From an optimization exercise on the open Yosys and OpenROAD flow, aimed at small area; shortcuts taken in it are not production practice.
At most, simulation tests tie the RTL to the original design; equivalence was not proved.
For runs 2 to 4, only the layout was checked, not whether the RTL still works.
Power is estimated from default activity; no workload was simulated.

## config.mk

```make
export PLATFORM = sky130hd
export DESIGN_NAME = car_ctrl
export DESIGN_NICKNAME = car_ctrl
export VERILOG_FILES = /design/flow/design.v
export SDC_FILE = /design/flow/constraint.sdc
export NUM_CORES = 4
export LEC_CHECK = 0
export CAP_MARGIN = 20
export CORE_MARGIN = 2
export CORE_UTILIZATION = 40
export SLEW_MARGIN = 20
```

## constraint.sdc

```tcl
create_clock -name core_clock -period 10.0 [get_ports {clk}]
set_input_delay 2.0000 -clock core_clock [delete_from_list [all_inputs] [get_ports {clk}]]
set_output_delay 2.0000 -clock core_clock [all_outputs]
set_load 0.01 [all_outputs]
```

## design.v

```verilog
`timescale 1ns / 1ps
module car_ctrl #(
    parameter K_PWR  = 499,   
    parameter K_MAL  = 449,   
    parameter K_MAB  = 899,   
    parameter K_TRG  = 99,    
    parameter K_MEND = 49,    
    parameter K_TL   = 450,   
    parameter K_TB   = 900,   
    parameter K_BK   = 750,   
    parameter K_FW   = 375,   
    parameter K_RC   = 1000,  
    parameter K_LED  = 74,    
    parameter K_MF   = 45,    
    parameter K_MB   = 91     
    ) (
    input clk,
    input rst,
    input power,
    input [1:0] mode_selection,
    input man_reverse,
    input man_brake,
    input man_clutch,
    input up,
    input right,
    input left,
    input down,
    input middle,
    input middle_click_reverse,
    input [3:0] detector,  
    output left_light,
    output right_light,
    output [3:0] move_signal,  
    output place_barrier,
    output destroy_barrier,
    output [7:0] seg_en,
    output [7:0] seg_out0,
    output [7:0] seg_out1
    );
    localparam W_PWR = 9, W_MA = 10, W_C = 10, W_RC = 10, W_LED = 7, W_MF = 6, W_MB = 7;
    wire [3:0] d = detector;
    reg p_on, p_pr;
    reg [W_PWR-1:0] p_cnt;
    wire brk;
    wire p_done = p_pr & ((p_cnt & K_PWR) == K_PWR);
    always @(posedge clk) begin
        if (rst | brk) begin
            p_on <= 1'b0;
            p_pr <= 1'b0;
        end else begin
            p_on <= p_on ^ p_done;
            p_pr <= ~power & ~p_done;
        end
        p_cnt <= p_pr ? p_cnt + 1'b1 : 1'b0;
    end
    wire ms0 = mode_selection[0], ms1 = mode_selection[1];
    wire mode_manual = p_on & ~ms0;
    wire mode_semi   = p_on & ms0 & ~ms1;
    wire mode_auto   = p_on & ms0 & ms1;
    localparam M_NS = 2'b00, M_ST = 2'b01, M_MV = 2'b10, M_BRK = 2'b11;
    reg [1:0] m_st;
    reg m_trev;
    assign brk = (m_st == M_BRK);
    reg [1:0] m_next;
    always @(*) begin
        case (m_st)
            M_NS: m_next = (~man_brake & up) ? (man_clutch ? M_ST : M_BRK) : M_NS;
            M_ST: m_next = man_brake ? M_NS : (up & ~man_clutch) ? M_MV : M_ST;
            M_MV: m_next = (m_trev != man_reverse) ? M_BRK : man_brake ? M_NS :
                           (up & ~man_clutch) ? M_MV : M_ST;
            default: m_next = M_BRK;
        endcase
    end
    always @(posedge clk) begin
        m_trev <= man_reverse;
        if (rst | ~mode_manual) m_st <= M_NS;
        else m_st <= m_next;
    end
    localparam T_W = 2'b00, T_L = 2'b01, T_R = 2'b10, T_B = 2'b11;
    reg [1:0] ma_st;
    reg [W_MA-1:0] ma_cnt;
    reg [1:0] ma_next;
    always @(*) begin
        case (ma_st)
            T_W: case ({left, right, down})
                    3'b100: ma_next = T_L;
                    3'b010: ma_next = T_R;
                    3'b001: ma_next = T_B;
                    default: ma_next = T_W;
                 endcase
            T_B: ma_next = ((ma_cnt & K_MAB) == K_MAB) ? T_W : T_B;
            default: ma_next = ((ma_cnt & K_MAL) == K_MAL) ? T_W : ma_st;
        endcase
    end
    always @(posedge clk) begin
        if (rst | ~ms1) ma_st <= T_W;
        else ma_st <= ma_next;
        ma_cnt <= (ma_st != T_W) ? ma_cnt + 1'b1 : 1'b0;
    end
    wire m_drive = (m_st == M_ST) | (m_st == M_MV);
    wire man_fwd = (m_st == M_MV) & ~man_reverse;
    wire man_bwd = (m_st == M_MV) & man_reverse;
    wire man_tl = m_drive & (ms1 ? (ma_st == T_L) : left);
    wire man_tr = m_drive & (ms1 ? ma_st[1] : right);
    localparam A_W = 4'b0000, A_MD = 4'b0001, A_TF = 4'b0010, A_TL = 4'b0011,
               A_TR = 4'b0100, A_TB = 4'b0101, A_BK = 4'b0110, A_FW = 4'b0111,
               A_TURN = 4'b1000, A_MOV = 4'b1001, A_MFE = 4'b1010,
               A_LOOP = 4'b1100, A_LTL = 4'b1101, A_LTR = 4'b1110, A_LTURN = 4'b1111;
    reg [3:0] a_st;
    wire a_se = (a_st == A_TF) | (a_st == A_TL) | (a_st == A_TR) | (a_st == A_TB) |
                (a_st == A_TURN) | (a_st == A_MOV) | (a_st == A_MFE);
    wire a_l3 = (a_st == A_LTL) | (a_st == A_LTR) | (a_st == A_LTURN);
    localparam S_W = 3'b001, S_TL = 3'b010, S_TR = 3'b011, S_TB = 3'b100,
               S_TURN = 3'b101, S_DM = 3'b110, S_MV = 3'b111, S_ME = 3'b000;
    reg [2:0] s_st;
    reg [1:0] t_st;
    reg [W_C-1:0] c;
    reg prev_semi;
    wire force_w = mode_semi & ~prev_semi;
    wire [2:0] s_e = force_w ? S_W : s_st;
    wire [1:0] t_e = force_w ? T_W : t_st;
    wire s_en = mode_semi | a_se;
    wire i_f = mode_semi ? up    : (a_st == A_TF);
    wire i_l = mode_semi ? left  : (a_st == A_TL);
    wire i_r = mode_semi ? right : (a_st == A_TR);
    wire i_b = mode_semi ? down  : (a_st == A_TB);
    wire c99  = (c & K_TRG) == K_TRG;
    wire c49  = (c & K_MEND) == K_MEND;
    wire c450 = (c & K_TL) == K_TL;
    wire c900 = (c & K_TB) == K_TB;
    wire c750 = (c & K_BK) == K_BK;
    wire c375 = (c & K_FW) == K_FW;
    reg [2:0] s_next;
    always @(*) begin
        case (s_e)
            S_W: begin
                if (i_f & ~i_l & ~i_r & ~i_b & ~d[3]) s_next = S_DM;
                else if (~i_f & i_l & ~i_r & ~i_b & ~d[1]) s_next = S_TL;
                else if (~i_f & ~i_l & i_r & ~i_b & ~d[0]) s_next = S_TR;
                else if (~i_f & ~i_l & ~i_r & i_b & ~d[2]) s_next = S_TB;
                else s_next = S_W;
            end
            S_TL, S_TR, S_TB: s_next = c99 ? S_TURN : s_e;
            S_TURN: s_next = (t_e == T_W) ? S_DM : S_TURN;
            S_DM: s_next = (d == 4'b0011) ? S_MV : S_DM;
            S_MV: s_next = (~d[1] | ~d[0] | d[3]) ? S_ME : S_MV;
            default: begin  
                if (c49) begin
                    case (d)
                        4'b1011: s_next = S_TB;
                        4'b1001: s_next = S_TL;
                        4'b1010: s_next = S_TR;
                        default: s_next = S_W;
                    endcase
                end else s_next = S_ME;
            end
        endcase
    end
    wire semi_fwd = (s_e == S_DM) | (s_e == S_MV) | (s_e == S_ME);
    wire loop_own = ~mode_semi;
    wire t_trl = (s_e == S_TL) | (loop_own & (a_st == A_LTL));
    wire t_trr = (s_e == S_TR) | (loop_own & (a_st == A_LTR));
    wire t_trb = (s_e == S_TB);
    wire t_en = s_en | a_l3;
    reg [1:0] t_next;
    always @(*) begin
        case (t_e)
            T_W: case ({t_trl, t_trr, t_trb})
                    3'b100: t_next = T_L;
                    3'b010: t_next = T_R;
                    3'b001: t_next = T_B;
                    default: t_next = T_W;
                 endcase
            T_B: t_next = c900 ? T_W : T_B;
            default: t_next = c450 ? T_W : t_e;
        endcase
    end
    wire c_inc = s_en ? ((s_e == S_TL) | (s_e == S_TR) | (s_e == S_TB) | (s_e == S_TURN) |
                         ((s_e == S_ME) & ~c49))
                      : ((a_st == A_LTL) | (a_st == A_LTR) | (a_st == A_FW) |
                         ((a_st == A_LTURN) & (t_st != T_W)) | ((a_st == A_BK) & ~c750));
    always @(posedge clk) begin
        prev_semi <= mode_semi;
        if (rst | ~s_en) s_st <= S_W;
        else s_st <= s_next;
        if (rst | ~t_en) t_st <= T_W;
        else t_st <= t_next;
        c <= c_inc ? c + 1'b1 : 1'b0;
    end
    wire t_tl = (t_e == T_L);
    wire t_tr = t_e[1];
    wire a_act = mode_auto & ~rst;
    reg [3:0] a_next;
    always @(*) begin
        case (a_st)
            A_W: a_next = up ? A_MD : A_W;
            A_MD: begin
                if (~d[0]) a_next = A_TR;
                else if (~d[3]) a_next = A_TF;
                else if (~d[1]) a_next = A_TL;
                else if (~d[2]) a_next = A_TB;
                else a_next = A_W;
            end
            A_TF, A_TL, A_TR, A_TB: a_next = (s_st != S_W) ? A_TURN : a_st;
            A_TURN: a_next = (s_st == S_DM) ? ((d == 4'b0111) ? A_MFE : A_MOV) : A_TURN;
            A_MOV: begin
                if (s_st == S_TB) a_next = A_TURN;
                else if (s_st == S_W) a_next = A_MD;
                else if (near) a_next = A_LOOP;
                else a_next = A_MOV;
            end
            A_MFE: a_next = (s_st == S_W) ? A_BK : (s_st == S_TB) ? A_W : A_MFE;
            A_LOOP: begin
                case (d)
                    4'b0000, 4'b0010, 4'b0110: a_next = A_LTL;
                    4'b0101: a_next = A_LTR;
                    4'b0001, 4'b0011: a_next = A_BK;
                    default: a_next = A_W;
                endcase
            end
            A_LTL, A_LTR: a_next = (t_st != T_W) ? A_LTURN : a_st;
            A_LTURN: a_next = (t_st != T_W) ? A_LTURN : A_BK;
            A_BK: a_next = c750 ? A_FW : A_BK;
            A_FW: a_next = c375 ? A_MD : A_FW;
            default: a_next = A_W;
        endcase
    end
    wire a_fwd = a_se ? semi_fwd : (a_st == A_FW);
    wire a_bwd = (a_st == A_BK);
    wire a_tl = (a_se | a_l3) & t_tl;
    wire a_tr = (a_se | a_l3) & t_tr;
    reg [15:0] x, y, mark_x, mark_y, tmp_x, tmp_y;
    reg [1:0] dir, mark_dir, tmp_dir;
    reg remark, e_mov, trd, trig;
    reg [W_RC-1:0] rc;
    wire [15:0] dx = x - mark_x;
    wire [15:0] dy = y - mark_y;
    wire near_x = (dx[15:5] == 11'd0) | ((&dx[15:5]) & (|dx[4:0]));
    wire near_y = (dy[15:5] == 11'd0) | ((&dy[15:5]) & (|dy[4:0]));
    wire near = near_x & near_y & (dir == mark_dir);
    wire turn_from = (a_st == A_TL) | (a_st == A_TR) | (a_st == A_TB) | (a_st == A_MOV);
    wire dturn = turn_from & (t_st == T_W);
    reg [1:0] dir_next;
    always @(*) begin
        dir_next = dir;
        if (dturn) begin
            case (s_st)
                S_TL: dir_next = dir - 2'd1;
                S_TR: dir_next = dir + 2'd1;
                S_TB: dir_next = dir + 2'd2;
                default: dir_next = dir;
            endcase
        end
    end
    wire step = a_fwd ^ a_bwd;
    wire plus = a_fwd ^ dir[1];
    wire rc1000 = (rc & K_RC) == K_RC;
    wire cap = e_mov & remark;
    always @(posedge clk) begin
        if (a_act) begin
            if (step & ~dir[0]) x <= plus ? x + 16'd1 : x - 16'd1;
            if (step & dir[0])  y <= plus ? y + 16'd1 : y - 16'd1;
        end else begin
            x <= 16'd0;
            y <= 16'd0;
        end
        dir <= a_act ? dir_next : 2'd0;
        if (~a_act) remark <= 1'b0;
        else if (((a_st == A_W) & up) | ((a_st == A_FW) & c375)) remark <= 1'b1;
        else if ((a_st == A_MOV) & (s_st == S_W)) remark <= 1'b0;
        e_mov <= a_act & (a_st == A_TURN) & (s_st == S_DM) & (d != 4'b0111);
        trd <= ~rst & cap;
        if (cap) begin
            tmp_x <= x;
            tmp_y <= y;
            tmp_dir <= dir;
        end
        if (a_act & ((|rc) | trd) & ~rc1000) rc <= rc + 1'b1;
        else rc <= 1'b0;
        trig <= a_act & rc1000;
        if (~a_act) begin
            mark_x <= 16'h4000;
            mark_y <= 16'h4000;
            mark_dir <= 2'd0;
        end else if (trig) begin
            mark_x <= tmp_x;
            mark_y <= tmp_y;
            mark_dir <= tmp_dir;
        end
        if (rst | ~mode_auto) a_st <= A_W;
        else a_st <= a_next;
    end
    wire move_forward  = mode_semi ? semi_fwd : mode_auto ? a_fwd : (mode_manual & man_fwd);
    wire move_backward = mode_auto ? a_bwd : (mode_manual & man_bwd);
    wire turn_left     = mode_semi ? t_tl : mode_auto ? a_tl : (mode_manual & man_tl);
    wire turn_right    = mode_semi ? t_tr : mode_auto ? a_tr : (mode_manual & man_tr);
    assign move_signal = {move_forward, move_backward, turn_left, turn_right};
    assign place_barrier = mode_auto ? (a_st == A_FW) : (mode_manual & middle & ~middle_click_reverse);
    assign destroy_barrier = mode_manual & middle & middle_click_reverse;
    reg [W_LED-1:0] l_cnt;
    reg l_div, l_left, l_right;
    wire l_end = (l_cnt & K_LED) == K_LED;
    wire stay = (m_st == M_ST);
    always @(posedge clk) begin
        if (rst) begin
            l_div <= 1'b0;
            l_cnt <= 1'b0;
        end else if (l_end) begin
            l_div <= ~l_div;
            l_cnt <= 1'b0;
        end else l_cnt <= l_cnt + 1'b1;
        if (rst) {l_left, l_right} <= 2'b00;
        else if (l_end & ~l_div) begin
            case ({stay, turn_left, turn_right})
                3'b100, 3'b111: {l_left, l_right} <= 2'b11;
                3'b110, 3'b010: {l_left, l_right} <= {~l_left, 1'b0};
                3'b101, 3'b001: {l_left, l_right} <= {1'b0, ~l_right};
                default: {l_left, l_right} <= 2'b00;
            endcase
        end
    end
    assign left_light = l_left;
    assign right_light = l_right;
    reg [W_MF-1:0] f_cnt;
    reg [W_MB-1:0] b_cnt;
    reg [15:0] mile;
    reg [2:0] carry;
    wire f45 = (f_cnt & K_MF) == K_MF;
    wire b91 = (b_cnt & K_MB) == K_MB;
    wire off = ~p_on;
    wire m_inc = (move_forward & f45) | (move_backward & b91);
    wire [3:0] k0 = off ? 4'd0 : mile[3:0];
    wire [3:0] k1 = off ? 4'd0 : mile[7:4];
    wire [3:0] k2 = off ? 4'd0 : mile[11:8];
    wire [3:0] k3 = off ? 4'd0 : mile[15:12];
    wire w0 = m_inc & k0[3] & k0[0];
    wire w1 = carry[0] & k1[3] & k1[0];
    wire w2 = carry[1] & k2[3] & k2[0];
    wire w3 = carry[2] & k3[3] & k3[0];
    always @(posedge clk) begin
        if (off) begin
            f_cnt <= 1'b0;
            b_cnt <= 1'b0;
        end else if (move_forward) begin
            f_cnt <= f45 ? 1'b0 : f_cnt + 1'b1;
        end else if (move_backward) begin
            b_cnt <= b91 ? 1'b0 : b_cnt + 1'b1;
        end
        if (rst) begin
            carry <= 3'b0;
            mile <= 16'd0;
        end else begin
            carry <= {w2, w1, w0};
            mile[3:0]   <= w0 ? 4'd0 : k0 + {3'd0, m_inc};
            mile[7:4]   <= w1 ? 4'd0 : k1 + {3'd0, carry[0]};
            mile[11:8]  <= w2 ? 4'd0 : k2 + {3'd0, carry[1]};
            mile[15:12] <= w3 ? 4'd0 : k3 + {3'd0, carry[2]};
        end
    end
    reg [3:0] en;
    always @(posedge clk) begin
        if (rst) en <= 4'b0000;
        else if (en == 4'b0000) en <= 4'b1000;
        else en <= en >> 1;
    end
    assign seg_en = {en, p_on ? en : 4'b0000};
    wire [1:0] mode = {p_on & ms0, p_on & ~(ms1 & ms0)};
    reg [7:0] txt1, txt0;
    always @(*) begin
        case (mode)
            2'b00: begin txt1 = 8'b1000_1110; txt0 = 8'b1000_1110; end  
            2'b01: begin txt1 = 8'b0110_1110; txt0 = 8'b1110_1110; end  
            2'b10: begin txt1 = 8'b1110_1110; txt0 = 8'b0111_1100; end  
            default: begin txt1 = 8'b1011_0110; txt0 = 8'b1001_1110; end  
        endcase
    end
    assign seg_out0 = ({8{en[2] & ~p_on}} & 8'b1111_1100) | ({8{en[1]}} & txt1) | ({8{en[0]}} & txt0);
    wire show3 = en[3] & (|mile[15:12]);
    wire show2 = en[2] & (|mile[15:8]);
    wire [3:0] dig = ({4{en[3]}} & mile[15:12]) | ({4{en[2]}} & mile[11:8]) |
                     ({4{en[1]}} & mile[7:4]) | ({4{en[0]}} & mile[3:0]);
    wire show = show3 | show2 | en[1] | en[0];
    reg [6:0] seg;
    always @(*) begin
        case (dig)
            4'd0: seg = 7'b1111_110;
            4'd1: seg = 7'b0110_000;
            4'd2: seg = 7'b1101_101;
            4'd3: seg = 7'b1111_001;
            4'd4: seg = 7'b0110_011;
            4'd5: seg = 7'b1011_011;
            4'd6: seg = 7'b1011_111;
            4'd7: seg = 7'b1110_000;
            4'd8: seg = 7'b1111_111;
            default: seg = 7'b1111_011;
        endcase
    end
    assign seg_out1 = {{7{show}} & seg, en[1]};
endmodule
```

## run.sh

```bash
#!/bin/bash
# synth_recipe.tcl (not shown) runs the flow's synth.tcl, then flattens the netlist and writes it again
# the make line also repeats each setting of config.mk as NAME=value (left out here)
make -C /OpenROAD-flow-scripts/flow DESIGN_CONFIG=/design/flow/config.mk WORK_HOME=/design/flow/orfs CLKGATE_MAP_FILE= SYNTH_SCRIPT=/design/flow/synth_recipe.tcl finish
```

==> results of run 1 <==
[critical path: cells and delay by family]
| kind | cells | cell delay [ns] |
|---|---|---|
| xor+xnor | 1 | 0.13 |
| fa+ha+maj | 1 | 0.41 |
| simple gates | 4 | 1.56 |
| buf+inv | 2 | 1.05 |
| compound gates | 9 | 2.20 |
[metal layers]
metal	routed length, um	vias up	GRT usage
met5	0	-	0
met4	482	0	0.0341
met3	1190	33	0.0269
met2	12400	181	0.286
met1	13900	4783	0.235
li1	-	5351	-
[Yosys cell counts (14+ instances only)]
cell type	n	area, um^2
o21ai_0	50	250
nor2b_1	22	138
and3_1	20	125
a31oi_1	24	150
a21oi_1	91	455
nand3_1	66	330
mux2i_1	41	410
nand2b_1	23	144
inv_1	70	263
xnor2_1	56	490
o21a_1	14	105
dfxtp_1	174	3480
nor2_1	142	533
ha_1	93	1160
xor2_1	45	394
clkbuf_1	40	150
edfxtp_1	34	1020
or3_1	22	138
nand2_1	151	567
and2_1	45	282
nor3_1	32	160
[sequential cells by signal (all words and copies together), names as in the netlist, 3 cells and up]
register	cells
a_st	4
y	16
mark_y	16
f_cnt	6
en	4
tmp_x	16
mile	16
carry	3
tmp_y	16
rc	10
s_st	3
mark_x	16
l_cnt	7
x	16
b_cnt	7
c	10
ma_cnt	10
p_cnt	9
[per-stage QoR]
stage	utilization	power, W	hold WS [ns]	instance area (um^2)
floorplan	-	0.000895	0.406	12600
global placement	0.429	0.000919	0.427	13400
detailed placement	0.429	0.000920	0.436	13400
CTS	0.454	0.00181	0.445	14200
global route	0.454	0.00185	0.458	14200
finish	0.454	0.00178	0.439	14200
[cells by family after synthesis]
logic type | Yosys count | share of synthesized area
compound gates | 309 | 0.162
buf+inv | 127 | 0.0399
fa+ha+maj | 97 | 0.0984
flops | 208 | 0.356
simple gates | 599 | 0.236
other cells | 1 | 0.000297
xor+xnor | 101 | 0.0700
mux | 46 | 0.0369
[power by group through the flow]
stage	clock, W	sequential [W]	combinational [W]
5_1_grt	0.000946	0.000857	0.0000499
2_1_floorplan	0	0.000872	0.0000231
3_3_place_gp	0	0.000875	0.0000445
4_1_cts	0.000909	0.000856	0.0000451
3_5_place_dp	0	0.000875	0.0000447
6_report	0.000881	0.000857	0.0000449
[area by class of cell]
cell class                      count  area (um^2)
Tap cell                          402          503
Inverter                           71          267
Timing Repair Buffer               53          518
Clock buffer                       29          641
Multi-Input combinational cell   1153         7630
Fill cell                        3006        17100
Clock inverter                     14          154
Sequential cell                   208         4510
[worst paths after layout]
check / start / endpoint
max reg2reg: p_on / y[15]
min: l_cnt[0] / l_cnt[0]
min reg2reg: l_cnt[0] / l_cnt[0]
max: mode_selection[1] / y[15]
==> results.sh, run 1 <==
export IMPL_path_class="primary input to flip-flop"
export IMPL_final_cell_mix="dfxtp_1 (173), nand2_1 (151), nor2_1 (142)"
export IMPL_finalHoldViolCount=0
export IMPL_antenna_cells=0
export IMPL_setup_slack_ns=3.08
export IMPL_viasPerCell=5.36
export IMPL_dp_cells=1887
export IMPL_cts_sinks=208
export IMPL_ys_flop_type="dfxtp_1"
export IMPL_gr_total_overflow=0
export IMPL_vdd_drop_max_mv=0.113
export IMPL_p_comb_frac=0.025
export IMPL_cp_max_fo=31
export IMPL_async_flop_share=0
export IMPL_syn_avg_cell_area_um2=8.49
export IMPL_first_global_vias=9955
export IMPL_cp_cell_sequence="clkdlybuf4s50_1 > nand4bb_1 > a21boi_2 > o2111ai_2 > a21boi_1 > nor2_1 > inv_2 > ha_1 > a211o_1 > a2111oi_0 > or3_1 > a31oi_1 > a211oi_1 > o21bai_1 > xnor2_1 > or3_1 > a21oi_1"
export IMPL_holdBufCountCts=0
export IMPL_regToRegSetupSlack_ns=4.65
export IMPL_core_um2=31300
export IMPL_cts_resized_gates=0
export IMPL_drive_gt1_frac=0.0471
export IMPL_wl_per_cell_um=14.5
export IMPL_cts_tree="yes"
export IMPL_cp_arrival_ns=7.37
export IMPL_cts_max_level=1
export IMPL_p_sw_w=0.000376
export IMPL_syn_nets=1603
export IMPL_die_width_um=182
export IMPL_fmax_ghz=0.145
export IMPL_layout_commonest_cell="dfxtp_1"
export IMPL_leakage_nw=5.23
export IMPL_cts_root_buffer="clkbuf_16"
export IMPL_dp_slack_ns=2.29
export IMPL_pin_count=50
export IMPL_antenna_found_initial=0
export IMPL_critPathLaunchType="primary input"
export IMPL_period_needed_ns=6.92
export IMPL_cts_buffer_depth=3
export IMPL_final_setup_tns_ns=0
export IMPL_period_share=0.692
export IMPL_maxCapViolCount=0
export IMPL_critPathCaptureType="flip-flop"
export IMPL_num_vias=10300
export IMPL_gp_congestion=0.851
export IMPL_grt_total_usage=0.171
export IMPL_slew_limit_headroom=0.319
export IMPL_hold_class="flip-flop to flip-flop"
export IMPL_yosys_warnings=1
export IMPL_crit_path_frequent_cell="or3_1"
export IMPL_synth_distinct_cells=80
export IMPL_rsz0062_at_grt="no"
export IMPL_initial_utilization=0.404
export IMPL_antenna_left=0
export IMPL_slew_viol_final=0
export IMPL_syn_area_um2=12600
export IMPL_clock_latency_ns=0.53
export IMPL_path_clk_slew_ns=0.06
export IMPL_dieArea_um2=33000
export IMPL_finalSetupViolCount=0
export IMPL_cts_buffers=24
export IMPL_syn_inst=1488
export IMPL_rows=65
export IMPL_outcome="no timing/DRC/antenna violations"
export IMPL_pwr_share_clk=0.494
export IMPL_drtIter0Drc=610
export IMPL_nNetsFinal=1626
export IMPL_drc=0
export IMPL_grt_max_degree=74
export IMPL_cell_internal_pwr_w=0.00141
export IMPL_portBuffers=48
export IMPL_synthToLayoutAreaGrowth_pct=12.5
export IMPL_ys_ff_latch=208
export IMPL_routed_wl_um=28000
export IMPL_final_cells=1930
export IMPL_grt_pass1_wl_um=48100
export IMPL_power_density_nw_per_um2=125
export IMPL_rr_worst_depth=17
export IMPL_ys_seq_area_frac=0.356
export IMPL_dp_hpwl_um=19800
export IMPL_tightest_slew_ns=1.02
export IMPL_final_setup_skew_ns=0.0262
export IMPL_required_ns=10.45
export IMPL_power_frac_seq=0.481
export IMPL_fp_dieH_um=182
export IMPL_holdPathStages=1
export IMPL_cp_slowest_cell="clkdlybuf4s50_1"
export IMPL_cp_slowest_stage_delay_ns=0.62
export IMPL_synth_edf_count=34
export IMPL_post_cts_buffers=0
export IMPL_dr_pass1_iters=5
export IMPL_sw_frac_of_total=0.211
==> run 2, diff against run 1 <==
--- a/design.v
+++ b/design.v
@@ -1,18 +1,19 @@
 `timescale 1ns / 1ps
 module car_ctrl #(
-    parameter K_PWR  = 499,   
-    parameter K_MAL  = 449,   
-    parameter K_MAB  = 899,   
-    parameter K_TRG  = 99,    
-    parameter K_MEND = 49,    
-    parameter K_TL   = 450,   
-    parameter K_TB   = 900,   
-    parameter K_BK   = 750,   
-    parameter K_FW   = 375,   
-    parameter K_RC   = 1000,  
-    parameter K_LED  = 74,    
-    parameter K_MF   = 45,    
-    parameter K_MB   = 91     
+    parameter [8:0] E_PWR  = 9'd33,   M_PWR  = 9'd511,    
+    parameter [9:0] E_MAL  = 10'd274, M_MAL  = 10'd755,   
+    parameter [9:0] E_MAB  = 10'd916, M_MAB  = 10'd511,   
+    parameter [9:0] E_TRG  = 10'd761, M_TRG  = 10'd143,   
+    parameter [9:0] E_MEND = 10'd386, M_MEND = 10'd135,   
+    parameter [9:0] E_TL   = 10'd549, M_TL   = 10'd487,   
+    parameter [9:0] E_TB   = 10'd808, M_TB   = 10'd895,   
+    parameter [9:0] E_BK   = 10'd743, M_BK   = 10'd1019,  
+    parameter [9:0] E_FW   = 10'd294, M_FW   = 10'd695,   
+    parameter [9:0] E_RC   = 10'd356, M_RC   = 10'd1023,  
+    parameter [9:0] M_RCNZ = 10'd511,                     
+    parameter [6:0] E_LED  = 7'd108,  M_LED  = 7'd119,    
+    parameter [5:0] E_MF   = 6'd8,    M_MF   = 6'd29,     
+    parameter [6:0] E_MB   = 7'd9,    M_MB   = 7'd111     
     ) (
     input clk,
     input rst,
@@ -37,12 +38,11 @@
     output [7:0] seg_out0,
     output [7:0] seg_out1
     );
-    localparam W_PWR = 9, W_MA = 10, W_C = 10, W_RC = 10, W_LED = 7, W_MF = 6, W_MB = 7;
     wire [3:0] d = detector;
     reg p_on, p_pr;
-    reg [W_PWR-1:0] p_cnt;
+    reg [8:0] p_cnt;
     wire brk;
-    wire p_done = p_pr & ((p_cnt & K_PWR) == K_PWR);
+    wire p_done = p_pr & (((p_cnt ^ E_PWR) & M_PWR) == 9'd0);
     always @(posedge clk) begin
         if (rst | brk) begin
             p_on <= 1'b0;
@@ -51,7 +51,7 @@
             p_on <= p_on ^ p_done;
             p_pr <= ~power & ~p_done;
         end
-        p_cnt <= p_pr ? p_cnt + 1'b1 : 1'b0;
+        p_cnt <= p_pr ? {p_cnt[7:0], ~(p_cnt[8] ^ p_cnt[4])} : 9'd0;
     end
     wire ms0 = mode_selection[0], ms1 = mode_selection[1];
     wire mode_manual = p_on & ~ms0;
@@ -78,7 +78,7 @@
     end
     localparam T_W = 2'b00, T_L = 2'b01, T_R = 2'b10, T_B = 2'b11;
     reg [1:0] ma_st;
-    reg [W_MA-1:0] ma_cnt;
+    reg [9:0] ma_cnt;
     reg [1:0] ma_next;
     always @(*) begin
         case (ma_st)
@@ -88,14 +88,14 @@
                     3'b001: ma_next = T_B;
                     default: ma_next = T_W;
                  endcase
-            T_B: ma_next = ((ma_cnt & K_MAB) == K_MAB) ? T_W : T_B;
-            default: ma_next = ((ma_cnt & K_MAL) == K_MAL) ? T_W : ma_st;
+            T_B: ma_next = (((ma_cnt ^ E_MAB) & M_MAB) == 10'd0) ? T_W : T_B;
+            default: ma_next = (((ma_cnt ^ E_MAL) & M_MAL) == 10'd0) ? T_W : ma_st;
         endcase
     end
     always @(posedge clk) begin
         if (rst | ~ms1) ma_st <= T_W;
         else ma_st <= ma_next;
-        ma_cnt <= (ma_st != T_W) ? ma_cnt + 1'b1 : 1'b0;
+        ma_cnt <= (ma_st != T_W) ? {ma_cnt[8:0], ~(ma_cnt[9] ^ ma_cnt[6])} : 10'd0;
     end
     wire m_drive = (m_st == M_ST) | (m_st == M_MV);
     wire man_fwd = (m_st == M_MV) & ~man_reverse;
@@ -114,7 +114,7 @@
                S_TURN = 3'b101, S_DM = 3'b110, S_MV = 3'b111, S_ME = 3'b000;
     reg [2:0] s_st;
     reg [1:0] t_st;
-    reg [W_C-1:0] c;
+    reg [9:0] c;
     reg prev_semi;
     wire force_w = mode_semi & ~prev_semi;
     wire [2:0] s_e = force_w ? S_W : s_st;
@@ -124,12 +124,12 @@
     wire i_l = mode_semi ? left  : (a_st == A_TL);
     wire i_r = mode_semi ? right : (a_st == A_TR);
     wire i_b = mode_semi ? down  : (a_st == A_TB);
-    wire c99  = (c & K_TRG) == K_TRG;
-    wire c49  = (c & K_MEND) == K_MEND;
-    wire c450 = (c & K_TL) == K_TL;
-    wire c900 = (c & K_TB) == K_TB;
-    wire c750 = (c & K_BK) == K_BK;
-    wire c375 = (c & K_FW) == K_FW;
+    wire c99  = ((c ^ E_TRG) & M_TRG) == 10'd0;
+    wire c49  = ((c ^ E_MEND) & M_MEND) == 10'd0;
+    wire c450 = ((c ^ E_TL) & M_TL) == 10'd0;
+    wire c900 = ((c ^ E_TB) & M_TB) == 10'd0;
+    wire c750 = ((c ^ E_BK) & M_BK) == 10'd0;
+    wire c375 = ((c ^ E_FW) & M_FW) == 10'd0;
     reg [2:0] s_next;
     always @(*) begin
         case (s_e)
@@ -185,7 +185,7 @@
         else s_st <= s_next;
         if (rst | ~t_en) t_st <= T_W;
         else t_st <= t_next;
-        c <= c_inc ? c + 1'b1 : 1'b0;
+        c <= c_inc ? {c[8:0], ~(c[9] ^ c[6])} : 10'd0;
     end
     wire t_tl = (t_e == T_L);
     wire t_tr = t_e[1];
@@ -232,7 +232,7 @@
     reg [15:0] x, y, mark_x, mark_y, tmp_x, tmp_y;
     reg [1:0] dir, mark_dir, tmp_dir;
     reg remark, e_mov, trd, trig;
-    reg [W_RC-1:0] rc;
+    reg [9:0] rc;
     wire [15:0] dx = x - mark_x;
     wire [15:0] dy = y - mark_y;
     wire near_x = (dx[15:5] == 11'd0) | ((&dx[15:5]) & (|dx[4:0]));
@@ -254,12 +254,14 @@
     end
     wire step = a_fwd ^ a_bwd;
     wire plus = a_fwd ^ dir[1];
-    wire rc1000 = (rc & K_RC) == K_RC;
+    wire [15:0] pos = dir[0] ? y : x;
+    wire [15:0] pos_n = pos + {{15{~plus}}, 1'b1};
+    wire rc1000 = ((rc ^ E_RC) & M_RC) == 10'd0;
     wire cap = e_mov & remark;
     always @(posedge clk) begin
         if (a_act) begin
-            if (step & ~dir[0]) x <= plus ? x + 16'd1 : x - 16'd1;
-            if (step & dir[0])  y <= plus ? y + 16'd1 : y - 16'd1;
+            if (step & ~dir[0]) x <= pos_n;
+            if (step & dir[0])  y <= pos_n;
         end else begin
             x <= 16'd0;
             y <= 16'd0;
@@ -275,8 +277,8 @@
             tmp_y <= y;
             tmp_dir <= dir;
         end
-        if (a_act & ((|rc) | trd) & ~rc1000) rc <= rc + 1'b1;
-        else rc <= 1'b0;
+        if (a_act & ((|(rc & M_RCNZ)) | trd) & ~rc1000) rc <= {rc[8:0], ~(rc[9] ^ rc[6])};
+        else rc <= 10'd0;
         trig <= a_act & rc1000;
         if (~a_act) begin
             mark_x <= 16'h4000;
@@ -297,18 +299,18 @@
     assign move_signal = {move_forward, move_backward, turn_left, turn_right};
     assign place_barrier = mode_auto ? (a_st == A_FW) : (mode_manual & middle & ~middle_click_reverse);
     assign destroy_barrier = mode_manual & middle & middle_click_reverse;
-    reg [W_LED-1:0] l_cnt;
+    reg [6:0] l_cnt;
     reg l_div, l_left, l_right;
-    wire l_end = (l_cnt & K_LED) == K_LED;
+    wire l_end = ((l_cnt ^ E_LED) & M_LED) == 7'd0;
     wire stay = (m_st == M_ST);
     always @(posedge clk) begin
         if (rst) begin
             l_div <= 1'b0;
-            l_cnt <= 1'b0;
+            l_cnt <= 7'd0;
         end else if (l_end) begin
             l_div <= ~l_div;
-            l_cnt <= 1'b0;
-        end else l_cnt <= l_cnt + 1'b1;
+            l_cnt <= 7'd0;
+        end else l_cnt <= {l_cnt[5:0], ~(l_cnt[6] ^ l_cnt[5])};
         if (rst) {l_left, l_right} <= 2'b00;
         else if (l_end & ~l_div) begin
             case ({stay, turn_left, turn_right})
@@ -321,12 +323,12 @@
     end
     assign left_light = l_left;
     assign right_light = l_right;
-    reg [W_MF-1:0] f_cnt;
-    reg [W_MB-1:0] b_cnt;
+    reg [5:0] f_cnt;
+    reg [6:0] b_cnt;
     reg [15:0] mile;
     reg [2:0] carry;
-    wire f45 = (f_cnt & K_MF) == K_MF;
-    wire b91 = (b_cnt & K_MB) == K_MB;
+    wire f45 = ((f_cnt ^ E_MF) & M_MF) == 6'd0;
+    wire b91 = ((b_cnt ^ E_MB) & M_MB) == 7'd0;
     wire off = ~p_on;
     wire m_inc = (move_forward & f45) | (move_backward & b91);
     wire [3:0] k0 = off ? 4'd0 : mile[3:0];
@@ -339,12 +341,12 @@
     wire w3 = carry[2] & k3[3] & k3[0];
     always @(posedge clk) begin
         if (off) begin
-            f_cnt <= 1'b0;
-            b_cnt <= 1'b0;
+            f_cnt <= 6'd0;
+            b_cnt <= 7'd0;
         end else if (move_forward) begin
-            f_cnt <= f45 ? 1'b0 : f_cnt + 1'b1;
+            f_cnt <= f45 ? 6'd0 : {f_cnt[4:0], ~(f_cnt[5] ^ f_cnt[4])};
         end else if (move_backward) begin
-            b_cnt <= b91 ? 1'b0 : b_cnt + 1'b1;
+            b_cnt <= b91 ? 7'd0 : {b_cnt[5:0], ~(b_cnt[6] ^ b_cnt[5])};
         end
         if (rst) begin
             carry <= 3'b0;
==> flow/run.sh (new file) <==
#!/bin/bash
# Standard ORFS layout (the standard.sh) with three changes:
#  - synthesis maps logic with an area-oriented ABC script (flow/abc.script)
#    and without Yosys's full/half-adder extraction (ADDER_MAP_FILE empty);
#  - port buffers are sky130_fd_sc_hd__buf_1.
# Registers, floorplan, power grid, placement, CTS and routing are as in
# the standard flow. Each step's log is under orfs/logs; make's output goes
# to flow_make.log in the work folder.
set -euo pipefail
W=$PWD
rm -rf "$W/scripts_local"
cp -r "$FLOW_HOME/scripts" "$W/scripts_local"
cp "$W/flow/abc.script" "$W/scripts_local/abc_speed.script"
bash "$W/standard.sh" SCRIPTS_DIR="$W/scripts_local" ADDER_MAP_FILE= \
  "BUFFER_PORTS_ARGS=-buffer_cell sky130_fd_sc_hd__buf_1" finish > "$W/flow_make.log" 2>&1
==> flow/abc.script (new file) <==
strash
ifraig
scorr
dc2
strash
&get -n
&dch -f
&nf -R 1000
&put
topo
dnsize
==> standard.sh (new file) <==
#!/bin/bash
# synth_recipe.tcl (not shown) runs the flow's synth.tcl, then flattens the netlist and writes it again
# the make line also repeats each setting of config.mk as NAME=value (left out here)
make -C /OpenROAD-flow-scripts/flow DESIGN_CONFIG=/design/flow/config.mk WORK_HOME=/design/flow/orfs CLKGATE_MAP_FILE= SYNTH_SCRIPT=/design/flow/synth_recipe.tcl "${@:-finish}"
removed: run.sh
==> results.sh, run 2 <==
export IMPL_outcome="no timing/DRC/antenna violations"
export IMPL_synth_distinct_cells=56
export IMPL_pin_count=50
export IMPL_antenna_left=0
export IMPL_nNetsFinal=1207
export IMPL_cp_slowest_stage_delay_ns=0.48
export IMPL_power_frac_seq=0.503
export IMPL_cts_max_level=1
export IMPL_slew_viol_final=0
export IMPL_p_sw_w=0.000363
export IMPL_synth_most_common_cell="dfxtp_1"
export IMPL_layout_commonest_cell="dfxtp_1"
export IMPL_final_setup_tns_ns=0
export IMPL_period_needed_ns=7.14
export IMPL_viasPerCell=5.18
export IMPL_period_share=0.714
export IMPL_holdWs_ns=0.447
export IMPL_power_density_nw_per_um2=151
export IMPL_sw_frac_of_total=0.213
export IMPL_met3_usage=0.0290
export IMPL_fin_area_um2=11200
export IMPL_drtIter0Drc=326
export IMPL_num_vias=7925
export IMPL_path_class="primary input to flip-flop"
export IMPL_dp_slack_ns=2.40
export IMPL_slew_limit_headroom=0.350
export IMPL_worst_path_buf_inv=2
export IMPL_gr_max_usage_layer="met2"
export IMPL_final_setup_skew_ns=0.0146
export IMPL_finalSetupViolCount=0
export IMPL_cts_root_buffer="clkbuf_16"
export IMPL_rsz0062_at_grt="no"
export IMPL_synth_commonest_cells="dfxtp_1 (174), nor2_1 (134), a21oi_1 (86)"
export IMPL_cts_sinks=208
export IMPL_maxCapViolCount=0
export IMPL_use_met2=0.277
export IMPL_dr_pass1_iters=4
export IMPL_clock_latency_ns=0.51
export IMPL_routed_wl_um=21900
export IMPL_syn_avg_cell_area_um2=8.87
export IMPL_path_delay_family="simple AND/OR/NAND/NOR gates"
export IMPL_initial_utilization=0.407
export IMPL_dp_hpwl_um=15000
export IMPL_critPathLaunchType="primary input"
export IMPL_drive_gt1_frac=0.0414
export IMPL_grt_pass1_wl_um=37300
export IMPL_synth_top_cell_by_area="dfxtp_1"
export IMPL_holdBufCountCts=0
export IMPL_required_ns=10.40
export IMPL_fp_dieH_um=161
export IMPL_p_comb_frac=0.018
export IMPL_leakage_nw=3.94
export IMPL_async_flop_share=0
export IMPL_synthTopCellsByArea="dfxtp_1 (35%), edfxtp_1 (10%), mux2i_1 (5.6%)"
export IMPL_wl_per_cell_um=14.3
export IMPL_portBuffers=48
export IMPL_setup_slack_ns=2.86
export IMPL_antenna_found_initial=0
export IMPL_yosys_warnings=1
export IMPL_cts_resized_gates=0
export IMPL_cp_slowest_cell="or3_1"
export IMPL_cts_tree="yes"
export IMPL_cp_max_fo=34
export IMPL_synth_top_area_share=0.353
export IMPL_antenna_cells=0
export IMPL_core_um2=24200
export IMPL_hold_class="flip-flop to flip-flop"
export IMPL_fmax_ghz=0.140
export IMPL_syn_inst=1113
export IMPL_cell_internal_pwr_w=0.00134
export IMPL_drc=0
export IMPL_first_global_vias=7518
export IMPL_dieArea_um2=26000
export IMPL_post_cts_buffers=0
export IMPL_cp_arrival_ns=7.54
export IMPL_synth_edf_count=34
export IMPL_pwr_share_clk=0.480
export IMPL_syn_nets=1131
export IMPL_vdd_drop_max_mv=0.113
export IMPL_place_area_um2=10500
export IMPL_synthToLayoutAreaGrowth_pct=13.8
export IMPL_grt_max_degree=47
export IMPL_gr_total_overflow=0
export IMPL_ys_ff_latch=208
export IMPL_grt_total_usage=0.170
export IMPL_syn_area_um2=9880
export IMPL_ys_flop_type="dfxtp_1"
export IMPL_die_width_um=161
export IMPL_cts_buffer_depth=3
export IMPL_gp_congestion=0.853
export IMPL_path_clk_slew_ns=0.05
export IMPL_rows=57
export IMPL_tightest_slew_ns=0.975
export IMPL_ys_seq_area_frac=0.456
export IMPL_grtUsageMet1=0.236
export IMPL_final_cell_mix="dfxtp_1 (173), nor2_1 (133), a21oi_1 (85)"
export IMPL_critPathCaptureType="flip-flop"
export IMPL_utilization=0.464
export IMPL_finalHoldViolCount=0
export IMPL_cts_buffers=24
==> run 2: layer usage <==
metal	up-vias	part of all wire
met5	-	0
met4	0	0.020
met3	31	0.037
met2	115	0.44
met1	3654	0.50
li1	4125	-
==> run 2: metrics by stage <==
stage               cells  power (W)
detailed placement   1487   0.000904
global route         1531    0.00176
global placement     1487   0.000904
floorplan            1113   0.000889
finish               1531    0.00170
CTS                  1531    0.00172
==> run 2: area by class of cell <==
class / count / area (um^2)
multi-input cells: 873 / 5250
flip-flops and latches: 208 / 4510
clock buffers: 31 / 679
well taps: 324 / 405
inverters: 26 / 97.6
clock inverters: 13 / 60.1
fillers: 2400 / 13000
repair buffers: 56 / 241
==> run 2: path summary, 6_finish.rpt <==
kind	cells after the start	start	end	slack [ns]
hold / removal	1	l_cnt[3]	l_cnt[4]	0.45
hold reg to reg	1	l_cnt[3]	l_cnt[4]	0.45
setup / recovery	25	mode_selection[0]	y[15]	2.86
setup reg to reg	24	p_on	y[15]	4.28
==> run 2: power groups by stage <==
stage	sequential, W	combinational, W	clock, W
global placement	0.000874	0.0000303	0
finish	0.000856	0.0000303	0.000816
detailed placement	0.000874	0.0000303	0
CTS	0.000856	0.0000305	0.000839
floorplan	0.000873	0.0000161	0
global route	0.000856	0.0000337	0.000874
==> run 2: cells by family after synthesis <==
family,synth area share
and+or+nand+nor,0.254
other,0.000380
adders and majority gates,0.00405
AOI/OAI and AO/OA,0.143
buffers and inverters,0.0144
muxes,0.0557
xor gates and xnor gates,0.0718
DFF,0.456
==> run 3, diff against run 2 <==
--- a/config.mk
+++ b/config.mk
@@ -8,4 +8,7 @@
 export CAP_MARGIN = 20
 export CORE_MARGIN = 2
 export CORE_UTILIZATION = 40
+export CTS_BUF_LIST = sky130_fd_sc_hd__clkbuf_8
+export CTS_CLUSTER_DIAMETER = 60
+export CTS_CLUSTER_SIZE = 16
 export SLEW_MARGIN = 20
==> results.sh, run 3 <==
export IMPL_outcome="no timing/DRC/antenna violations"
export IMPL_final_cell_mix="dfxtp_1 (173), nor2_1 (133), a21oi_1 (85)"
export IMPL_totalPowerFinal_w=0.00142
export IMPL_cts_root_buffer="clkbuf_8"
export IMPL_drtIter0Drc=318
export IMPL_finalHoldViolCount=0
export IMPL_cts_tree="yes"
export IMPL_syn_inst=1113
export IMPL_cp_slowest_stage_delay_ns=0.48
export IMPL_vdd_drop_max_mv=0.100
export IMPL_drc=0
export IMPL_first_global_vias=7474
export IMPL_slew_viol_final=0
export IMPL_ys_ff_latch=208
export IMPL_cp_slowest_cell="or3_1"
export IMPL_syn_area_um2=9880
export IMPL_period_needed_ns=7.10
export IMPL_leakage_nw=3.77
export IMPL_cts_max_level=1
export IMPL_antenna_found_initial=0
export IMPL_initial_utilization=0.407
export IMPL_wl_per_cell_um=14.3
export IMPL_p_comb_frac=0.021
export IMPL_cp_depth=25
export IMPL_hold_class="flip-flop to flip-flop"
export IMPL_cts_resized_gates=0
export IMPL_syn_nets=1131
export IMPL_final_setup_tns_ns=0
export IMPL_endpoint="y[15]"
export IMPL_maxCapViolCount=0
export IMPL_portBuffers=48
export IMPL_period_share=0.710
export IMPL_holdBufCountCts=0
export IMPL_antenna_cells=0
export IMPL_worst_path_buf_inv=2
export IMPL_critPathLaunchType="primary input"
export IMPL_fp_dieH_um=161
export IMPL_hold_start="l_cnt[3]"
export IMPL_viasPerCell=5.20
export IMPL_cp_max_fo=34
export IMPL_synthToLayoutAreaGrowth_pct=10.5
export IMPL_dieArea_um2=26000
export IMPL_rr_worst_depth=24
export IMPL_path_delay_family="simple AND/OR/NAND/NOR gates"
export IMPL_startpoint="mode_selection[0]"
export IMPL_drive_gt1_frac=0.0392
export IMPL_pin_count=50
export IMPL_antenna_left=0
export IMPL_r2r_start="p_on"
export IMPL_power_frac_seq=0.601
export IMPL_num_vias=7924
export IMPL_fmax_ghz=0.141
export IMPL_cts_sinks=208
export IMPL_sw_frac_of_total=0.238
export IMPL_final_setup_skew_ns=0.0156
export IMPL_clock_latency_ns=0.52
export IMPL_ys_flop_type="dfxtp_1"
export IMPL_path_class="primary input to flip-flop"
export IMPL_layout_commonest_cell="dfxtp_1"
export IMPL_regToRegSetupSlack_ns=4.30
export IMPL_ys_seq_area_frac=0.456
export IMPL_synth_top_cell_by_area="dfxtp_1"
export IMPL_pwr_share_clk=0.378
export IMPL_post_cts_buffers=0
export IMPL_holdWs_ns=0.454
export IMPL_cts_buffers=20
export IMPL_rows=57
export IMPL_grt_total_usage=0.170
export IMPL_synth_edf_count=34
export IMPL_tightest_slew_ns=0.970
export IMPL_p_sw_w=0.000338
export IMPL_async_flop_share=0
export IMPL_dp_hpwl_um=15000
export IMPL_synth_distinct_cells=56
export IMPL_nNetsFinal=1203
export IMPL_critPathCaptureType="flip-flop"
export IMPL_rsz0062_at_grt="no"
export IMPL_power_density_nw_per_um2=130
export IMPL_gr_total_overflow=0
export IMPL_yosys_warnings=1
export IMPL_grt_max_degree=47
export IMPL_dr_pass1_iters=5
export IMPL_slew_limit_headroom=0.353
export IMPL_synth_top_area_share=0.353
export IMPL_cp_arrival_ns=7.52
export IMPL_routed_wl_um=21700
export IMPL_cell_internal_pwr_w=0.00108
export IMPL_required_ns=10.43
export IMPL_syn_avg_cell_area_um2=8.87
export IMPL_grt_pass1_wl_um=37000
export IMPL_reg2reg_to="y[15]"
export IMPL_die_width_um=161
export IMPL_cts_buffer_depth=3
export IMPL_core_um2=24200
export IMPL_gp_congestion=0.853
export IMPL_synthTopCellsByArea="dfxtp_1 (35%), edfxtp_1 (10%), mux2i_1 (5.6%)"
export IMPL_finalSetupViolCount=0
export IMPL_path_clk_slew_ns=0.10
export IMPL_synth_most_common_cell="dfxtp_1"
export IMPL_synth_commonest_cells="dfxtp_1 (174), nor2_1 (134), a21oi_1 (86)"
## run 3: cell count changes in the layout (fill, tap and decap cells not counted), moves of 4 or more
cell       previous run  this run
clkinv_1             30        26
clkbuf_1              4         0
clkbuf_8              1        23
clkinv_2              9         2
clkbuf_16            26         0
## run 3: through the flow
stage	setup WS, ns	instances	util	instance area [um^2]
2_1_floorplan	1.94	1113	-	9880
3_3_place_gp	2.55	1487	0.433	10500
3_5_place_dp	2.40	1487	0.433	10500
4_1_cts	2.97	1523	0.450	10900
5_1_grt	2.46	1523	0.450	10900
6_report	2.90	1523	0.450	10900
## run 3: power by group through the flow
stage / clock network, W / logic [W] / registers, W
final: 0.000537 / 0.0000304 / 0.000854
after global routing: 0.000591 / 0.0000336 / 0.000855
after floorplan: 0 / 0.0000161 / 0.000873
after global placement: 0 / 0.0000303 / 0.000874
after detailed placement: 0 / 0.0000303 / 0.000874
after CTS: 0.000559 / 0.0000305 / 0.000854
## run 3: cell families after synthesis
family,share of synthesized area
and+or+nand+nor,0.254
AOI/OAI and AO/OA,0.143
DFF,0.456
xor gates and xnor gates,0.0718
muxes,0.0557
buffers and inverters,0.0144
adders and majority gates,0.00405
other,0.000380
## run 3: area by class of cell
| cell class | instances | area (um^2) |
|---|---|---|
| flip-flops and latches | 208 | 4510 |
| clock inverters | 13 | 90.1 |
| well taps | 324 | 405 |
| inverters | 26 | 97.6 |
| fillers | 2445 | 13300 |
| multi-input cells | 873 | 5250 |
| clock buffers | 23 | 317 |
| repair buffers | 56 | 241 |
## run 3: metal layers
| layer | global-route usage | part of all wire | vias to the layer above |
|---|---|---|---|
| met1 | 0.233 | 0.49 | 3670 |
| met3 | 0.0280 | 0.040 | 29 |
| met4 | 0.0414 | 0.017 | 0 |
| met5 | 0 | 0 | - |
| li1 | - | - | 4104 |
| met2 | 0.279 | 0.45 | 121 |
## run 3: worst min-delay path by stage
stage                to  cells past startpoint
3_5_place_dp   l_cnt[4]                      1
6_report       l_cnt[4]                      1
3_3_place_gp   l_cnt[4]                      1
5_1_grt           rc[5]                      1
2_1_floorplan  l_cnt[4]                      1
4_1_cts        l_cnt[4]                      1
==> run 4, diff against run 3 <==
--- a/config.mk
+++ b/config.mk
@@ -8,7 +8,7 @@
 export CAP_MARGIN = 20
 export CORE_MARGIN = 2
 export CORE_UTILIZATION = 40
-export CTS_BUF_LIST = sky130_fd_sc_hd__clkbuf_8
-export CTS_CLUSTER_DIAMETER = 60
-export CTS_CLUSTER_SIZE = 16
+export CTS_BUF_LIST = sky130_fd_sc_hd__clkbuf_16
+export CTS_CLUSTER_DIAMETER = 100
+export CTS_CLUSTER_SIZE = 30
 export SLEW_MARGIN = 20
==> results.sh, run 4 <==
export IMPL_outcome="no timing/DRC/antenna violations"
export IMPL_ys_flop_type="dfxtp_1"
export IMPL_antenna_found_initial=0
export IMPL_period_needed_ns=7.12
export IMPL_synth_distinct_cells=56
export IMPL_syn_inst=1113
export IMPL_antenna_cells=0
export IMPL_syn_nets=1131
export IMPL_finalHoldViolCount=0
export IMPL_rr_worst_depth=24
export IMPL_cts_tree="yes"
export IMPL_pin_count=50
export IMPL_yosys_warnings=1
export IMPL_final_setup_skew_ns=0.0206
export IMPL_gp_congestion=0.853
export IMPL_first_global_vias=7357
export IMPL_final_cells=1504
export IMPL_synthToLayoutAreaGrowth_pct=9.59
export IMPL_cts_resized_gates=0
export IMPL_vdd_drop_max_mv=0.100
export IMPL_routed_wl_um=21400
export IMPL_fmax_ghz=0.140
export IMPL_finalSetupViolCount=0
export IMPL_synthTopCellsByArea="dfxtp_1 (35%), edfxtp_1 (10%), mux2i_1 (5.6%)"
export IMPL_die_width_um=161
export IMPL_cp_max_fo=34
export IMPL_cts_max_level=1
export IMPL_holdPathEnd="l_cnt[4]"
export IMPL_drive_gt1_frac=0.0246
export IMPL_antenna_left=0
export IMPL_grt_total_usage=0.167
export IMPL_initial_utilization=0.407
export IMPL_dp_cells=1487
export IMPL_setup_slack_ns=2.88
export IMPL_leakage_nw=3.73
export IMPL_num_vias=7826
export IMPL_hold_start="l_cnt[3]"
export IMPL_fp_dieH_um=161
export IMPL_dieArea_um2=26000
export IMPL_post_cts_buffers=0
export IMPL_dp_slack_ns=2.40
export IMPL_ys_ff_latch=208
export IMPL_wl_per_cell_um=14.2
export IMPL_cts_buffers=11
export IMPL_reg2reg_to="y[15]"
export IMPL_tightest_slew_ns=0.990
export IMPL_holdBufCountCts=0
export IMPL_gr_total_overflow=0
export IMPL_slew_limit_headroom=0.340
export IMPL_syn_area_um2=9880
export IMPL_maxCapViolCount=0
export IMPL_path_clk_slew_ns=0.11
export IMPL_rsz0062_at_grt="no"
export IMPL_cts_root_buffer="clkbuf_16"
export IMPL_regToRegSetupSlack_ns=4.31
export IMPL_synth_top_area_share=0.353
export IMPL_ys_seq_area_frac=0.456
export IMPL_nNetsFinal=1194
export IMPL_r2r_start="p_on"
export IMPL_synth_top_cell_by_area="dfxtp_1"
export IMPL_grt_pass1_wl_um=36600
export IMPL_critPathLaunchType="primary input"
export IMPL_clock_latency_ns=0.47
export IMPL_synth_commonest_cells="dfxtp_1 (174), nor2_1 (134), a21oi_1 (86)"
export IMPL_slew_viol_final=0
export IMPL_async_flop_share=0
export IMPL_final_cell_mix="dfxtp_1 (173), nor2_1 (133), a21oi_1 (85)"
export IMPL_rows=57
export IMPL_synth_edf_count=34
export IMPL_cts_buffer_depth=3
export IMPL_path_class="primary input to flip-flop"
export IMPL_dr_pass1_iters=4
export IMPL_cts_sinks=208
export IMPL_cp_arrival_ns=7.50
export IMPL_period_share=0.712
export IMPL_final_setup_tns_ns=0
export IMPL_layout_commonest_cell="dfxtp_1"
export IMPL_syn_avg_cell_area_um2=8.87
export IMPL_required_ns=10.37
export IMPL_synth_most_common_cell="dfxtp_1"
export IMPL_critPathCaptureType="flip-flop"
export IMPL_viasPerCell=5.20
export IMPL_dp_hpwl_um=15000
export IMPL_power_density_nw_per_um2=127
export IMPL_nFillCells=2442
export IMPL_grt_max_degree=47
export IMPL_core_um2=24200
export IMPL_holdPathStages=1
export IMPL_drc=0
export IMPL_drtIter0Drc=301
export IMPL_hold_class="flip-flop to flip-flop"
export IMPL_utilization=0.446
export IMPL_portBuffers=48
run 4: worst max-delay path by stage:
stage / startpoint / endpoint
after detailed placement: mode_selection[0] / y[15]
after CTS: mode_selection[0] / y[15]
after global placement: mode_selection[0] / y[15]
final: mode_selection[0] / y[15]
after floorplan: mode_selection[0] / y[15]
after global routing: mode_selection[0] / y[15]
run 4: cell type report:
class                           count  area, um^2  share of cell area
Clock buffer                       11         275              0.0254
Clock inverter                      6        46.3             0.00428
Inverter                           26        97.6             0.00902
Multi-Input combinational cell    873        5250               0.485
Sequential cell                   208        4510               0.416
Tap cell                          324         405              0.0375
Timing Repair Buffer               56         241              0.0223
run 4: logic make-up after synthesis:
group,synth area share
buffers and inverters,0.0144
other,0.000380
muxes,0.0557
and+or+nand+nor,0.254
adders and majority gates,0.00405
AOI/OAI and AO/OA,0.143
DFF,0.456
xor gates and xnor gates,0.0718
run 4: routing by layer:
layer	vias to the layer above	part of all wire	GRT usage
met5	-	0	0
met4	0	0.017	0.0390
met3	21	0.033	0.0223
met2	111	0.45	0.275
met1	3610	0.50	0.233
li1	4084	-	-
run 4: worst max-delay path, stage by stage:
cell and delay, ns:
buf_1 0.21, nand2_1 0.11, or3_1 0.47, nand2_1 0.17
nor3_1 0.07, a31oi_1 0.21, o21a_1 0.33, xnor2_2 0.14
buf_4 0.37, maj3_1 0.27, a21o_1 0.09, o21ai_0 0.14
a311oi_1 0.44, nor2_1 0.09, nor3_1 0.30, and3b_1 0.22
nor3_1 0.22, and3b_1 0.20, or3_1 0.35, a311oi_1 0.44
nor2_1 0.07, o21ai_0 0.21, xnor2_1 0.11, o21ai_0 0.16
nor2_1 0.06
run 4: stage by stage:
stage	power, W	area, um^2	hold WS [ns]
finish	0.00138	10800	0.457
global route	0.00143	10800	0.467
detailed placement	0.000904	10500	0.437
global placement	0.000904	10500	0.415
floorplan	0.000889	9880	0.407
CTS	0.00140	10800	0.454
run 4: power by group:
part	internal [W]	switching, W	total (W)	leakage [nW]
clock	0.000211	0.000280	0.000490	0.168
combinational	0.0000108	0.0000194	0.0000302	1.84
sequential	0.000850	0.00000444	0.000855	1.72
total	0.00107	0.000303	0.00138	3.73
==> run 5, diff against run 4 <==
--- a/design.v
+++ b/design.v
@@ -11,7 +11,6 @@
     parameter [9:0] E_FW   = 10'd294, M_FW   = 10'd695,   
     parameter [9:0] E_RC   = 10'd356, M_RC   = 10'd1023,  
     parameter [9:0] M_RCNZ = 10'd511,                     
-    parameter [6:0] E_LED  = 7'd108,  M_LED  = 7'd119,    
     parameter [5:0] E_MF   = 6'd8,    M_MF   = 6'd29,     
     parameter [6:0] E_MB   = 7'd9,    M_MB   = 7'd111     
     ) (
@@ -299,18 +298,24 @@
     assign move_signal = {move_forward, move_backward, turn_left, turn_right};
     assign place_barrier = mode_auto ? (a_st == A_FW) : (mode_manual & middle & ~middle_click_reverse);
     assign destroy_barrier = mode_manual & middle & middle_click_reverse;
-    reg [6:0] l_cnt;
+    reg [3:0] en;
+    always @(posedge clk) begin
+        if (rst) en <= 4'b0000;
+        else if (en == 4'b0000) en <= 4'b1000;
+        else en <= en >> 1;
+    end
+    reg [3:0] l_q;
     reg l_div, l_left, l_right;
-    wire l_end = ((l_cnt ^ E_LED) & M_LED) == 7'd0;
+    wire l_end = en[0] & (l_q == 4'b1000);    
     wire stay = (m_st == M_ST);
     always @(posedge clk) begin
         if (rst) begin
             l_div <= 1'b0;
-            l_cnt <= 7'd0;
-        end else if (l_end) begin
-            l_div <= ~l_div;
-            l_cnt <= 7'd0;
-        end else l_cnt <= {l_cnt[5:0], ~(l_cnt[6] ^ l_cnt[5])};
+            l_q <= 4'd0;
+        end else begin
+            if (l_end) l_div <= ~l_div;
+            if (en[0]) l_q <= {l_q[2:0], ~(l_q[3] ^ l_q[2])};
+        end
         if (rst) {l_left, l_right} <= 2'b00;
         else if (l_end & ~l_div) begin
             case ({stay, turn_left, turn_right})
@@ -359,12 +364,6 @@
             mile[15:12] <= w3 ? 4'd0 : k3 + {3'd0, carry[2]};
         end
     end
-    reg [3:0] en;
-    always @(posedge clk) begin
-        if (rst) en <= 4'b0000;
-        else if (en == 4'b0000) en <= 4'b1000;
-        else en <= en >> 1;
-    end
     assign seg_en = {en, p_on ? en : 4'b0000};
     wire [1:0] mode = {p_on & ms0, p_on & ~(ms1 & ms0)};
     reg [7:0] txt1, txt0;
==> results.sh, run 5 <==
export IMPL_outcome="no timing/DRC/antenna violations"
export IMPL_grt_max_degree=48
export IMPL_synth_edf_count=34
export IMPL_ys_seq_area_frac=0.455
export IMPL_core_um2=24200
export IMPL_num_vias=7842
export IMPL_rsz0062_at_grt="no"
export IMPL_antenna_cells=0
export IMPL_synth_commonest_cells="dfxtp_1 (171), nor2_1 (133), o21ai_0 (92)"
export IMPL_post_cts_buffers=0
export IMPL_nFillCells=2400
export IMPL_synth_top_area_share=0.350
export IMPL_gp_congestion=0.902
export IMPL_dr_pass1_iters=5
export IMPL_final_setup_skew_ns=0.0250
export IMPL_cp_arrival_ns=7.43
export IMPL_antenna_found_initial=0
export IMPL_yosys_warnings=1
export IMPL_cts_buffer_depth=3
export IMPL_layout_commonest_cell="dfxtp_1"
export IMPL_final_cell_mix="dfxtp_1 (170), nor2_1 (132), o21ai_0 (92)"
export IMPL_tightest_slew_ns=0.895
export IMPL_die_width_um=160
export IMPL_cts_buffers=11
export IMPL_finalSetupViolCount=0
export IMPL_leakage_nw=3.63
export IMPL_gr_total_overflow=0
export IMPL_syn_avg_cell_area_um2=8.84
export IMPL_critPathLaunchType="primary input"
export IMPL_vdd_drop_max_mv=0.111
export IMPL_first_global_vias=7367
export IMPL_drive_gt1_frac=0.0239
export IMPL_cp_max_fo=34
export IMPL_wl_per_cell_um=14.0
export IMPL_maxCapViolCount=0
export IMPL_syn_inst=1106
export IMPL_clock_latency_ns=0.48
export IMPL_routed_wl_um=20900
export IMPL_nNetsFinal=1189
export IMPL_path_clk_slew_ns=0.11
export IMPL_drc=0
export IMPL_period_needed_ns=7.10
export IMPL_grt_total_usage=0.163
export IMPL_viasPerCell=5.24
export IMPL_cts_root_buffer="clkbuf_16"
export IMPL_async_flop_share=0
export IMPL_hold_class="flip-flop to flip-flop"
export IMPL_drtIter0Drc=585
export IMPL_finalHoldViolCount=0
export IMPL_grt_pass1_wl_um=35500
export IMPL_critPathCaptureType="flip-flop"
export IMPL_rows=57
export IMPL_cts_resized_gates=0
export IMPL_synth_most_common_cell="dfxtp_1"
export IMPL_period_share=0.710
export IMPL_portBuffers=48
export IMPL_pin_count=50
export IMPL_fmax_ghz=0.141
export IMPL_place_area_um2=10400
export IMPL_syn_nets=1124
export IMPL_antenna_left=0
export IMPL_final_setup_tns_ns=0
export IMPL_slew_viol_final=0
export IMPL_power_density_nw_per_um2=127
export IMPL_synth_distinct_cells=54
export IMPL_ys_ff_latch=205
export IMPL_holdBufCountCts=0
export IMPL_synth_top_cell_by_area="dfxtp_1"
export IMPL_fp_dieH_um=160
export IMPL_path_class="primary input to flip-flop"
export IMPL_fin_area_um2=10700
export IMPL_cts_max_level=1
export IMPL_initial_utilization=0.404
export IMPL_synthToLayoutAreaGrowth_pct=9.67
export IMPL_dieArea_um2=25700
export IMPL_setup_slack_ns=2.90
export IMPL_dp_slack_ns=2.41
export IMPL_cts_sinks=205
export IMPL_slew_limit_headroom=0.403
export IMPL_ys_flop_type="dfxtp_1"
export IMPL_syn_area_um2=9780
export IMPL_regToRegSetupSlack_ns=3.98
export IMPL_dp_hpwl_um=14700
export IMPL_synthTopCellsByArea="dfxtp_1 (35%), edfxtp_1 (10%), mux2i_1 (5.3%)"
export IMPL_cts_tree="yes"
export IMPL_required_ns=10.33
## run 5: layout make-up
cell class | count | area [um^2] | area share
timing repair buffer | 58 | 255 | 0.0238
clock inverter | 4 | 42.5 | 0.00397
sequential | 205 | 4450 | 0.415
clock buffer | 11 | 275 | 0.0257
inverter | 37 | 139 | 0.0130
multi-input combinational | 858 | 5160 | 0.481
tap | 324 | 405 | 0.0378
## run 5: cells by family after synthesis
logic type	count (synthesis)	synth area share
DFF	205	0.455
AOI/OAI and AO/OA	254	0.150
buffers and inverters	43	0.0188
muxes	52	0.0532
adders and majority gates	9	0.00921
and+or+nand+nor	461	0.241
other	1	0.000384
xor gates and xnor gates	81	0.0726
## run 5: final timing paths
check | start | end | cells past startpoint
hold reg to reg | b_cnt[2] | b_cnt[3] | 2
setup / recovery | mode_selection[1] | y[15] | 23
setup reg to reg | p_on | y[15] | 24
hold / removal | b_cnt[2] | b_cnt[3] | 2
## run 5: worst max-delay path, cell delays in order
cell and delay (ns):
buf_1 0.23, or2_0 0.55, nor2_1 0.24, nor4_1 0.37, a21oi_1 0.13, o21a_1 0.31, xnor2_2 0.16, buf_4 0.25
maj3_1 0.43, maj3_1 0.40, maj3_1 0.40, a21o_1 0.16, o21ai_0 0.15, a311o_1 0.28, a211oi_1 0.11, o31ai_1 0.25
nor2_1 0.09, nor3b_1 0.20, nor3_1 0.09, nand2b_1 0.14, o21ai_0 0.20, xnor2_1 0.17, a21oi_1 0.09
## run 5: metal layers
metal	GRT usage	vias up	wire length (um)
li1	-	4050	-
met1	0.227	3645	10500
met2	0.273	121	9380
met3	0.0201	26	619
met4	0.0336	0	379
met5	0	-	0
## run 5: through the flow
stage	power (W)	cells	utilization	hold WS, ns
CTS	0.00138	1497	0.444	0.443
global route	0.00141	1497	0.444	0.476
floorplan	0.000877	1106	-	0.422
global placement	0.000892	1482	0.430	0.441
detailed placement	0.000892	1482	0.430	0.445
finish	0.00136	1497	0.444	0.440
## run 5: power breakdown
part	switching, W	internal, W	total [W]
clock	0.000273	0.000211	0.000484
combinational	0.0000197	0.0000112	0.0000308
sequential	0.00000449	0.000838	0.000842

-- port drivers added, routing unchanged --
Ports are ideal in the flow. The routed layouts listed here were re-timed in OpenROAD.
Step 1: set_driving_cell puts a clkbuf_16 on clk and a buf_2 on each other input, an assumption about the parent block.
Step 2 times the ports against the registers' clock, not the clock port: input delays grow and output delays shrink by t, the midpoint of the rising clock arrivals with the driver on.
Slacks: ideal ports / drivers / drivers and shift; pairs: ideal ports / drivers.
| run | t, ns | setup WS [ns] | worst hold slack (ns) | slew at the worst register clock pin (ns) | worst data-port slew with drivers (ns) |
|---|---|---|---|---|---|
| run 1 | 0.561 | 3.084 / 3.068 / 2.548 | 0.439 / 0.439 / 0.439 | 0.07 / 0.07 | 0.06 |
| run 2 | 0.552 | 2.856 / 2.878 / 2.327 | 0.447 / 0.447 / 0.447 | 0.06 / 0.06 | 0.05 |
| run 3 | 0.557 | 2.904 / 2.921 / 2.363 | 0.454 / 0.454 / 0.454 | 0.10 / 0.10 | 0.05 |
| run 4 | 0.506 | 2.876 / 2.897 / 2.391 | 0.457 / 0.457 / 0.457 | 0.11 / 0.11 | 0.05 |
| run 5 | 0.508 | 2.902 / 2.911 / 2.403 | 0.440 / 0.440 / 0.440 | 0.12 / 0.12 | 0.05 |
After both steps every run listed still meets setup and hold. The setup slack of run 3, which loses most, moves by +0.017 ns with the drivers and by -0.541 ns with both steps.
